This design comes from an exercise in tuning for small area on the open sky130 flow, not from production work. Where RTL was checked, it was by simulation tests only, not by an equivalence proof against the original. The clock port is modelled as an ideal driver; clocking choices that lean on that would not hold on a real chip. Power figures rest on the tool's default switching activity, not on a simulated workload.

Design PongGame, start of the top module:
module PongGame
(
	input CLOCK_50,
	input [3:0] KEY,
	input [9:0] SW,
	output logic VGA_BLANK_N,
	output logic VGA_SYNC_N,
	output logic VGA_HS,
	output logic VGA_VS,
	output logic [ 7:0] VGA_R,
	output logic [ 7:0] VGA_G,
	output logic [ 7:0] VGA_B
);
For scale: roughly 860 cells after synthesis, about 76 flip-flops, roughly 6000 um2 of cells after synthesis.
==> module slowClock, before the edit <==
module slowClock #(parameter N = 20)
(
	input  logic Clock,
	input  logic Reset,
	output logic Enable
);
	logic [N-1:0] Count;
	logic [N-1:0] CountInc;
	RippleInc #(N) add (.q(Count), .en(1'b1), .d(CountInc));
	always_ff @(posedge Clock, posedge Reset)
	begin
		if (Reset)
			Count <= 0;
		else
			Count <= CountInc;
	end
	assign Enable = Count == 1;
endmodule
==> flow/config.mk <==
export PLATFORM = sky130hd
export DESIGN_NAME = PongGame
export DESIGN_NICKNAME = PongGame
export VERILOG_FILES = /design/flow/design.v
export SDC_FILE = /design/flow/constraint.sdc
export NUM_CORES = 4
export LEC_CHECK = 0
export ABC_AREA = 1
export CAP_MARGIN = 0
export CORE_MARGIN = 2
export CORE_UTILIZATION = 80
export CTS_BUF_LIST = sky130_fd_sc_hd__clkbuf_4
export SLEW_MARGIN = 0
==> flow/constraint.sdc <==
create_clock -name core_clock -period 10.0 [get_ports {CLOCK_50}]
set_input_delay 2.0000 -clock core_clock [delete_from_list [all_inputs] [get_ports {CLOCK_50}]]
set_output_delay 2.0000 -clock core_clock [all_outputs]
set_load 0.01 [all_outputs]
standard.sh (not shown) runs the stock make flow with config.mk's settings and CLKGATE_MAP_FILE= SYNTH_SCRIPT=/design/flow/synth_recipe.tcl, a recipe that flattens the netlist after the stock synthesis.
==> flow/flow/run.sh <==
#!/bin/bash
# The standard layout (standard.sh, standard synthesis unchanged), with:
# - the port buffers made from the smallest buffer;
# - cells downsized to their smallest drive strength after floorplan and again
#   after clock-tree synthesis (the repair steps that follow restore drive
#   where timing, slew or capacitance need it);
# - after floorplan, the combinational logic re-mapped for area by OpenROAD's
#   restructure (ABC; registers untouched), its files and ABC log in rmp/;
# - a clock tree of clkbuf_4 with no dummy loads, whose leaf buffers with a
#   high estimated output slew are upsized to clkbuf_8.
# The make output of every step goes to standard.log; ORFS keeps each tool's
# own log under orfs/logs.
cp standard.sh standard.sh.log
export BUFFER_PORTS_ARGS="-buffer_cell sky130_fd_sc_hd__buf_1"
export CTS_ARGS="-sink_clustering_enable -repair_clock_nets -buf_list sky130_fd_sc_hd__clkbuf_4 -dont_use_dummy_load"
export POST_CTS_TCL="$(pwd)/flow/cts_post.tcl"
export POST_FLOORPLAN_TCL="$(pwd)/flow/floorplan_post.tcl"
export RMP_WORK="$(pwd)/rmp"
bash standard.sh > standard.log 2>&1
Other scripts of this flow, unchanged in this note and not shown: flow/flow/cts_post.tcl, flow/flow/downsize.tcl, flow/flow/floorplan_post.tcl
The baseline produced a clean layout.
Change:
--- a/flow/design.v
+++ b/flow/design.v
@@ -1,19 +1,19 @@
-module slowClock #(parameter N = 20)
+module slowClock #(parameter N = 10)
 (
 	input  logic Clock,
 	input  logic Reset,
 	output logic Enable
 );
 	logic [N-1:0] Count;
-	logic [N-1:0] CountInc;
-	RippleInc #(N) add (.q(Count), .en(1'b1), .d(CountInc));
+	logic feedback;
+	assign feedback = Count[N-1] ^ Count[N-4] ^ (Count[N-2:0] == '0);
 	always_ff @(posedge Clock, posedge Reset)
 	begin
 		if (Reset)
 			Count <= 0;
 		else
-			Count <= CountInc;
+			Count <= {Count[N-2:0], feedback};
 	end
 	assign Enable = Count == 1;
 endmodule
 module RippleInc #(parameter W = 8)
=> Total power hardly moves; register-to-register slack gains 0.06 ns; core utilization drops by 0.77 points; count of clock-buffer cells in the layout is unchanged; via count drops by 3.0%; non-clock buffer count climbs by 2.
The RTL of the second run of this note was laid out without a check of its function.

blue:
Another version of the RTL of PongGame (not shown whole).
For scale: about 43 I/O pins.
==> module VgaController, before the edit <==
module VgaController
(
	input  logic        Clock,
	input  logic        Reset,
	output logic        vSync_n,
	output logic        hSync_n,
	output logic        sync_n,
	output logic        blank_n,
	output logic [10:0] hCount,
	output logic [9:0]  vCount
);
	logic hWrap, vWrap;
	assign hWrap = hCount[10] & hCount[4];
	assign vWrap = vCount[9] & vCount[7] & vCount[4] & vCount[3] & vCount[1];
	logic [10:0] hInc;
	logic [9:0]  vInc;
	RippleInc #(11) hAdd (.q(hCount), .en(1'b1),  .d(hInc));
	RippleInc #(10) vAdd (.q(vCount), .en(hWrap), .d(vInc));
	always_ff @(posedge Clock)
	begin
		hCount <= (Reset | hWrap | vWrap) ? 11'd0 : hInc;
		vCount <= (Reset | vWrap) ? 10'd0 : vInc;
	end
	logic hVis, vVis, hSync, vSyncBand;
	assign hVis = ~(hCount[10] | (hCount[9] & hCount[8] & (hCount[7] | hCount[6] | hCount[5])));   
	assign vVis = ~(vCount[9] & (vCount[8] | vCount[7] | (vCount[6] & (vCount[5] | (vCount[4] & vCount[3])))));   
	assign hSync = (hCount >= 11'd856) && (hCount < 11'd976);
	assign vSyncBand = (vCount >= 10'd637) && (vCount < 10'd643);
	assign blank_n = hVis & vVis;
	assign hSync_n = ~hSync;
	assign vSync_n = ~((vCount >= 10'd637) && (hCount < 11'd643));
	assign sync_n  = ~(hSync | vSyncBand);
endmodule
==> module PongGame, before the edit <==
module PongGame
(
	input CLOCK_50,
	input [3:0] KEY,
	input [9:0] SW,
	output logic VGA_BLANK_N,
	output logic VGA_SYNC_N,
	output logic VGA_HS,
	output logic VGA_VS,
	output logic [ 7:0] VGA_R,
	output logic [ 7:0] VGA_G,
	output logic [ 7:0] VGA_B
);
	logic [10:0] hCount;
	logic [9:0]  vCount;
	logic        pix_stb;
	logic [8:0]  topL, topR;
	logic [9:0]  ballX;
	logic [10:0] ballY;
	VgaController vgaDisplay
	(
		.Clock(CLOCK_50),
		.Reset(SW[9]),
		.blank_n(VGA_BLANK_N),
		.sync_n(VGA_SYNC_N),
		.hSync_n(VGA_HS),
		.vSync_n(VGA_VS),
		.hCount(hCount),
		.vCount(vCount)
	);
	slowClock #(10) tick(CLOCK_50, SW[9], pix_stb);
	ball #(.oLeft(390), .oTop(290)) BallObj
	(
		.Clock(CLOCK_50),
		.Enable(pix_stb),
		.Reset(SW[9]),
		.topPlaneL(topL),
		.topPlaneR(topR),
		.ballX(ballX),
		.ballY(ballY)
	);
	Paddle #(.paddleTop(225)) paddle_LObj
	(
		.Clock(CLOCK_50),
		.Enable(pix_stb),
		.Reset(SW[9]),
		.downPaddle(~KEY[3]),
		.upPaddle(~KEY[2]),
		.topPaddle(topL)
	);
	Paddle #(.paddleTop(225)) paddle_RObj
	(
		.Clock(CLOCK_50),
		.Enable(pix_stb),
		.Reset(SW[9]),
		.downPaddle(~KEY[1]),
		.upPaddle(~KEY[0]),
		.topPaddle(topR)
	);
	logic [9:0] bx, by;
	logic       bxc, byc;
	RippleSub #(10) subBX (.a(hCount[9:0]), .b(ballX), .cin(1'b0), .s(bx), .cout(bxc));
	RippleSub #(10) subBY (.a(vCount), .b(ballY[9:0]), .cin(1'b0), .s(by), .cout(byc));
	logic drawBall;
	assign drawBall = !ballY[10] && bx <= 10'd18 && by <= 10'd18;
	logic [8:0] pTop;
	logic [9:0] py;
	logic       pyc;
	assign pTop = hCount[9] ? topR : topL;
	RippleSub #(10) subPY (.a(vCount), .b({1'b0, pTop}), .cin(1'b0), .s(py), .cout(pyc));
	logic inPaddleRows, drawPaddle_R, drawPaddle_L;
	assign inPaddleRows = py <= 10'd148;
	assign drawPaddle_R = inPaddleRows && hCount >= 11'd721 && hCount <= 11'd769;
	assign drawPaddle_L = inPaddleRows && hCount >= 11'd31 && hCount <= 11'd79;
	logic DrawDivider;
	Divider DividerObj (.yPosition(vCount), .xPosition(hCount), .DrawDivider(DrawDivider));
	logic white, red, blue;
	assign white = VGA_BLANK_N && (drawBall || DrawDivider);
	assign red   = VGA_BLANK_N && !drawBall && drawPaddle_R;
	assign blue  = VGA_BLANK_N && !drawBall && drawPaddle_L;
	assign VGA_R = {8{white}} | {8{red}} & 8'hEF | {8{blue}} & 8'h07;
	assign VGA_G = {8{white}} | {8{red}} & 8'h2F | {8{blue}} & 8'h37;
	assign VGA_B = {8{white}} | {8{red}} & 8'h2F | {8{blue}} & 8'hF7;
endmodule
==> flow/config.mk <==
export PLATFORM = sky130hd
export DESIGN_NAME = PongGame
export DESIGN_NICKNAME = PongGame
export VERILOG_FILES = /design/flow/design.v
export SDC_FILE = /design/flow/constraint.sdc
export NUM_CORES = 4
export LEC_CHECK = 0
export CAP_MARGIN = 0
export CORE_MARGIN = 2
export CORE_UTILIZATION = 80
export CTS_BUF_LIST = sky130_fd_sc_hd__clkbuf_4
export SLEW_MARGIN = 0
==> flow/constraint.sdc <==
create_clock -name core_clock -period 10.0 [get_ports {CLOCK_50}]
set_input_delay 2.0000 -clock core_clock [delete_from_list [all_inputs] [get_ports {CLOCK_50}]]
set_output_delay 2.0000 -clock core_clock [all_outputs]
set_load 0.01 [all_outputs]
==> flow/flow/run.sh <==
#!/bin/bash
# Standard layout, with the port buffers made from the smallest buffer,
# cells downsized after floorplan (placement repair restores any that need it),
# a clock tree of clkbuf_4 with no dummy loads, and clock-tree leaves whose
# estimated output slew is high upsized to clkbuf_8.
cp standard.sh standard.sh.log
export BUFFER_PORTS_ARGS="-buffer_cell sky130_fd_sc_hd__buf_1"
export CTS_ARGS="-sink_clustering_enable -repair_clock_nets -buf_list sky130_fd_sc_hd__clkbuf_4 -dont_use_dummy_load"
export POST_CTS_TCL="$(pwd)/flow/cts_post.tcl"
export POST_FLOORPLAN_TCL="$(pwd)/flow/downsize.tcl"
bash standard.sh > standard.log 2>&1
Other scripts of this flow, unchanged in this note and not shown: flow/flow/cts_post.tcl, flow/flow/downsize.tcl
### blue -> green
--- a/flow/design.v
+++ b/flow/design.v
@@ -224,12 +224,14 @@
 	end
 	logic hVis, vVis, hSync, vSyncBand;
 	assign hVis = ~(hCount[10] | (hCount[9] & hCount[8] & (hCount[7] | hCount[6] | hCount[5])));   
-	assign vVis = ~(vCount[9] & (vCount[8] | vCount[7] | (vCount[6] & (vCount[5] | (vCount[4] & vCount[3])))));   
+	assign vVis = ~(vCount[9] & (vCount[7] | (vCount[6] & (vCount[5] | (vCount[4] & vCount[3])))));   
 	assign hSync = (hCount >= 11'd856) && (hCount < 11'd976);
-	assign vSyncBand = (vCount >= 10'd637) && (vCount < 10'd643);
+	logic vGe637;                                                           
+	assign vGe637 = vCount[9] & (vCount[7] | (&vCount[6:2] & (vCount[1] | vCount[0])));
+	assign vSyncBand = vGe637 && (vCount < 10'd643);
 	assign blank_n = hVis & vVis;
 	assign hSync_n = ~hSync;
-	assign vSync_n = ~((vCount >= 10'd637) && (hCount < 11'd643));
+	assign vSync_n = ~(vGe637 && (hCount < 11'd643));
 	assign sync_n  = ~(hSync | vSyncBand);
 endmodule
 module PongGame
@@ -310,8 +312,8 @@
 	Divider DividerObj (.yPosition(vCount), .xPosition(hCount), .DrawDivider(DrawDivider));
 	logic white, red, blue;
 	assign white = VGA_BLANK_N && (drawBall || DrawDivider);
-	assign red   = VGA_BLANK_N && !drawBall && drawPaddle_R;
-	assign blue  = VGA_BLANK_N && !drawBall && drawPaddle_L;
+	assign red   = drawPaddle_R;
+	assign blue  = drawPaddle_L;
 	assign VGA_R = {8{white}} | {8{red}} & 8'hEF | {8{blue}} & 8'h07;
 	assign VGA_G = {8{white}} | {8{red}} & 8'h2F | {8{blue}} & 8'h37;
 	assign VGA_B = {8{white}} | {8{red}} & 8'h2F | {8{blue}} & 8'hF7;
[summary]
Between blue and green, the flow reports power per standard cell area decreasing by a few percent. Comparing green against blue, there is no change at all in proportion of register bits with asynchronous set or reset after synthesis. green and blue ended up with roughly the same final area. blue → green: setup slack increased by 18 ps relative to the old numbers, fmax closely matched the old numbers, fraction of area in multi-input gates increased by 0.73 points relative to the old numbers.
Function not checked in green: the RTL went through the layout flow alone.

## run 1
RTL: one of the versions met above, not the one the previous note started from.
Size: about 840 cells after synthesis, roughly 76 flip-flops, about 43 I/O pins, roughly 5800 µm² of cells after synthesis.
==> module VgaController, before the edit <==
module VgaController
(
	input  logic        Clock,
	input  logic        Reset,
	output logic        vSync_n,
	output logic        hSync_n,
	output logic        sync_n,
	output logic        blank_n,
	output logic [10:0] hCount,
	output logic [9:0]  vCount
);
	logic hWrap, vWrap;
	assign hWrap = hCount[10] & hCount[4];
	assign vWrap = vCount[9] & vCount[7] & vCount[4] & vCount[3] & vCount[1];
	logic [10:0] hInc;
	logic [9:0]  vInc;
	RippleInc #(11) hAdd (.q(hCount), .en(1'b1),  .d(hInc));
	RippleInc #(10) vAdd (.q(vCount), .en(hWrap), .d(vInc));
	always_ff @(posedge Clock)
	begin
		hCount <= (Reset | hWrap | vWrap) ? 11'd0 : hInc;
		vCount <= (Reset | vWrap) ? 10'd0 : vInc;
	end
	logic hVis, vVis, hSync, vSyncBand;
	assign hVis = ~(hCount[10] | (hCount[9] & hCount[8] & (hCount[7] | hCount[6] | hCount[5])));   
	assign vVis = ~(vCount[9] & (vCount[7] | (vCount[6] & (vCount[5] | (vCount[4] & vCount[3])))));   
	assign hSync = (hCount >= 11'd856) && (hCount < 11'd976);
	logic vGe637;                                                           
	assign vGe637 = vCount[9] & (vCount[7] | (&vCount[6:2] & (vCount[1] | vCount[0])));
	assign vSyncBand = vGe637 && (vCount < 10'd643);
	assign blank_n = hVis & vVis;
	assign hSync_n = ~hSync;
	assign vSync_n = ~(vGe637 && (hCount < 11'd643));
	assign sync_n  = ~(hSync | vSyncBand);
endmodule
==> module PongGame, before the edit <==
module PongGame
(
	input CLOCK_50,
	input [3:0] KEY,
	input [9:0] SW,
	output logic VGA_BLANK_N,
	output logic VGA_SYNC_N,
	output logic VGA_HS,
	output logic VGA_VS,
	output logic [ 7:0] VGA_R,
	output logic [ 7:0] VGA_G,
	output logic [ 7:0] VGA_B
);
	logic [10:0] hCount;
	logic [9:0]  vCount;
	logic        pix_stb;
	logic [8:0]  topL, topR;
	logic [9:0]  ballX;
	logic [10:0] ballY;
	VgaController vgaDisplay
	(
		.Clock(CLOCK_50),
		.Reset(SW[9]),
		.blank_n(VGA_BLANK_N),
		.sync_n(VGA_SYNC_N),
		.hSync_n(VGA_HS),
		.vSync_n(VGA_VS),
		.hCount(hCount),
		.vCount(vCount)
	);
	slowClock #(10) tick(CLOCK_50, SW[9], pix_stb);
	ball #(.oLeft(390), .oTop(290)) BallObj
	(
		.Clock(CLOCK_50),
		.Enable(pix_stb),
		.Reset(SW[9]),
		.topPlaneL(topL),
		.topPlaneR(topR),
		.ballX(ballX),
		.ballY(ballY)
	);
	Paddle #(.paddleTop(225)) paddle_LObj
	(
		.Clock(CLOCK_50),
		.Enable(pix_stb),
		.Reset(SW[9]),
		.downPaddle(~KEY[3]),
		.upPaddle(~KEY[2]),
		.topPaddle(topL)
	);
	Paddle #(.paddleTop(225)) paddle_RObj
	(
		.Clock(CLOCK_50),
		.Enable(pix_stb),
		.Reset(SW[9]),
		.downPaddle(~KEY[1]),
		.upPaddle(~KEY[0]),
		.topPaddle(topR)
	);
	logic [9:0] bx, by;
	logic       bxc, byc;
	RippleSub #(10) subBX (.a(hCount[9:0]), .b(ballX), .cin(1'b0), .s(bx), .cout(bxc));
	RippleSub #(10) subBY (.a(vCount), .b(ballY[9:0]), .cin(1'b0), .s(by), .cout(byc));
	logic drawBall;
	assign drawBall = !ballY[10] && bx <= 10'd18 && by <= 10'd18;
	logic [8:0] pTop;
	logic [9:0] py;
	logic       pyc;
	assign pTop = hCount[9] ? topR : topL;
	RippleSub #(10) subPY (.a(vCount), .b({1'b0, pTop}), .cin(1'b0), .s(py), .cout(pyc));
	logic inPaddleRows, drawPaddle_R, drawPaddle_L;
	assign inPaddleRows = py <= 10'd148;
	assign drawPaddle_R = inPaddleRows && hCount >= 11'd721 && hCount <= 11'd769;
	assign drawPaddle_L = inPaddleRows && hCount >= 11'd31 && hCount <= 11'd79;
	logic DrawDivider;
	Divider DividerObj (.yPosition(vCount), .xPosition(hCount), .DrawDivider(DrawDivider));
	logic white, red, blue;
	assign white = VGA_BLANK_N && (drawBall || DrawDivider);
	assign red   = drawPaddle_R;
	assign blue  = drawPaddle_L;
	assign VGA_R = {8{white}} | {8{red}} & 8'hEF | {8{blue}} & 8'h07;
	assign VGA_G = {8{white}} | {8{red}} & 8'h2F | {8{blue}} & 8'h37;
	assign VGA_B = {8{white}} | {8{red}} & 8'h2F | {8{blue}} & 8'hF7;
endmodule
clock: 10.0 ns
lec_check: 0
abc_area: 1
cap_margin: 0
core_margin: 2
core_utilization: 80
cts_buf_list: sky130_fd_sc_hd__clkbuf_4
slew_margin: 0
==> flow/flow/run.sh <==
#!/bin/bash
# The standard layout (standard.sh, standard synthesis unchanged), with:
# - the port buffers made from the smallest buffer;
# - cells downsized to their smallest drive strength after floorplan and again
#   after clock-tree synthesis (the repair steps that follow restore drive
#   where timing, slew or capacitance need it);
# - after floorplan, the combinational logic re-mapped for area by OpenROAD's
#   restructure (ABC; registers untouched), its files and ABC log in rmp/;
# - a clock tree of clkbuf_4 with no dummy loads, whose leaf buffers with a
#   high estimated output slew are upsized to clkbuf_8.
# The make output of every step goes to standard.log; ORFS keeps each tool's
# own log under orfs/logs.
cp standard.sh standard.sh.log
export BUFFER_PORTS_ARGS="-buffer_cell sky130_fd_sc_hd__buf_1"
export CTS_ARGS="-sink_clustering_enable -repair_clock_nets -buf_list sky130_fd_sc_hd__clkbuf_4 -dont_use_dummy_load"
export POST_CTS_TCL="$(pwd)/flow/cts_post.tcl"
export POST_FLOORPLAN_TCL="$(pwd)/flow/floorplan_post.tcl"
export RMP_WORK="$(pwd)/rmp"
bash standard.sh > standard.log 2>&1
Other scripts of this flow, unchanged in this note and not shown: flow/flow/cts_post.tcl, flow/flow/downsize.tcl, flow/flow/floorplan_post.tcl
--- input diff run 1..run 2 ---
--- a/flow/design.v
+++ b/flow/design.v
@@ -224,14 +224,12 @@
 	end
 	logic hVis, vVis, hSync, vSyncBand;
 	assign hVis = ~(hCount[10] | (hCount[9] & hCount[8] & (hCount[7] | hCount[6] | hCount[5])));   
-	assign vVis = ~(vCount[9] & (vCount[7] | (vCount[6] & (vCount[5] | (vCount[4] & vCount[3])))));   
+	assign vVis = ~(vCount[9] & (vCount[8] | vCount[7] | (vCount[6] & (vCount[5] | (vCount[4] & vCount[3])))));   
 	assign hSync = (hCount >= 11'd856) && (hCount < 11'd976);
-	logic vGe637;                                                           
-	assign vGe637 = vCount[9] & (vCount[7] | (&vCount[6:2] & (vCount[1] | vCount[0])));
-	assign vSyncBand = vGe637 && (vCount < 10'd643);
+	assign vSyncBand = (vCount >= 10'd637) && (vCount < 10'd643);
 	assign blank_n = hVis & vVis;
 	assign hSync_n = ~hSync;
-	assign vSync_n = ~(vGe637 && (hCount < 11'd643));
+	assign vSync_n = ~((vCount >= 10'd637) && (hCount < 11'd643));
 	assign sync_n  = ~(hSync | vSyncBand);
 endmodule
 module PongGame
@@ -312,8 +310,8 @@
 	Divider DividerObj (.yPosition(vCount), .xPosition(hCount), .DrawDivider(DrawDivider));
 	logic white, red, blue;
 	assign white = VGA_BLANK_N && (drawBall || DrawDivider);
-	assign red   = drawPaddle_R;
-	assign blue  = drawPaddle_L;
+	assign red   = VGA_BLANK_N && !drawBall && drawPaddle_R;
+	assign blue  = VGA_BLANK_N && !drawBall && drawPaddle_L;
 	assign VGA_R = {8{white}} | {8{red}} & 8'hEF | {8{blue}} & 8'h07;
 	assign VGA_G = {8{white}} | {8{red}} & 8'h2F | {8{blue}} & 8'h37;
 	assign VGA_B = {8{white}} | {8{red}} & 8'h2F | {8{blue}} & 8'hF7;
==> run notes <==
Unique cell type count in the Yosys netlist of run 2 exceeds that of run 1 by more than 10%.
Looking at power dissipated by switching net loads across run 2 and run 1, the one that comes out higher is run 1.
The met3 layer usage reported by global route in run 2 sits 1.6 points above the value recorded for run 1.
Going from run 1 to run 2, first-pass GRT wire length saw an increase, global-route track usage on met2 lost 3.1 points, global routing usage summed across all routing layers fell by 0.67 points.
Run 2: share of power burned in combinational logic is 0.7 points lower than what run 1 reported.
Summary of run 2 over run 1: power after layout moved up, area of all placed cells without fillers went up 0.93%, fill cell instance count of the final layout shows an increase of about 3%.
The RTL of run 1 was laid out without a check of its function.

## port drivers added, routing unchanged
No port has a modelled driver above. Below, the same layouts with a new extraction and two added sets of constraints. Step 1 sets driving cells, clkbuf_16 on the clock port and buf_2 on the other inputs (assumed; they add their load-dependent delay and slew). Step 2 times the ports against the registers' clock, not the clock port: input delays grow and output delays shrink by t, the midpoint of the rising clock arrivals with the driver on. Three values: no drivers, after step 1, after step 2; two values: the first two.
run	shift t [ns]	slack for setup (ns)	worst setup path at the end	cell pins on the clock port's net
the first run of note 1	0.459	1.566 / 1.533 / 1.992	register to output	1
the second run of note 1	0.444	1.547 / 1.515 / 1.959	register to output	1
blue	0.449	1.818 / 1.792 / 2.240	register to output	1
green	0.454	1.835 / 1.811 / 2.265	register to output	1
run 1	0.448	2.027 / 1.995 / 2.443	register to output	1
run 2	0.470	1.907 / 1.874 / 2.344	register to output	1
After both steps setup and hold are still met in every run listed.
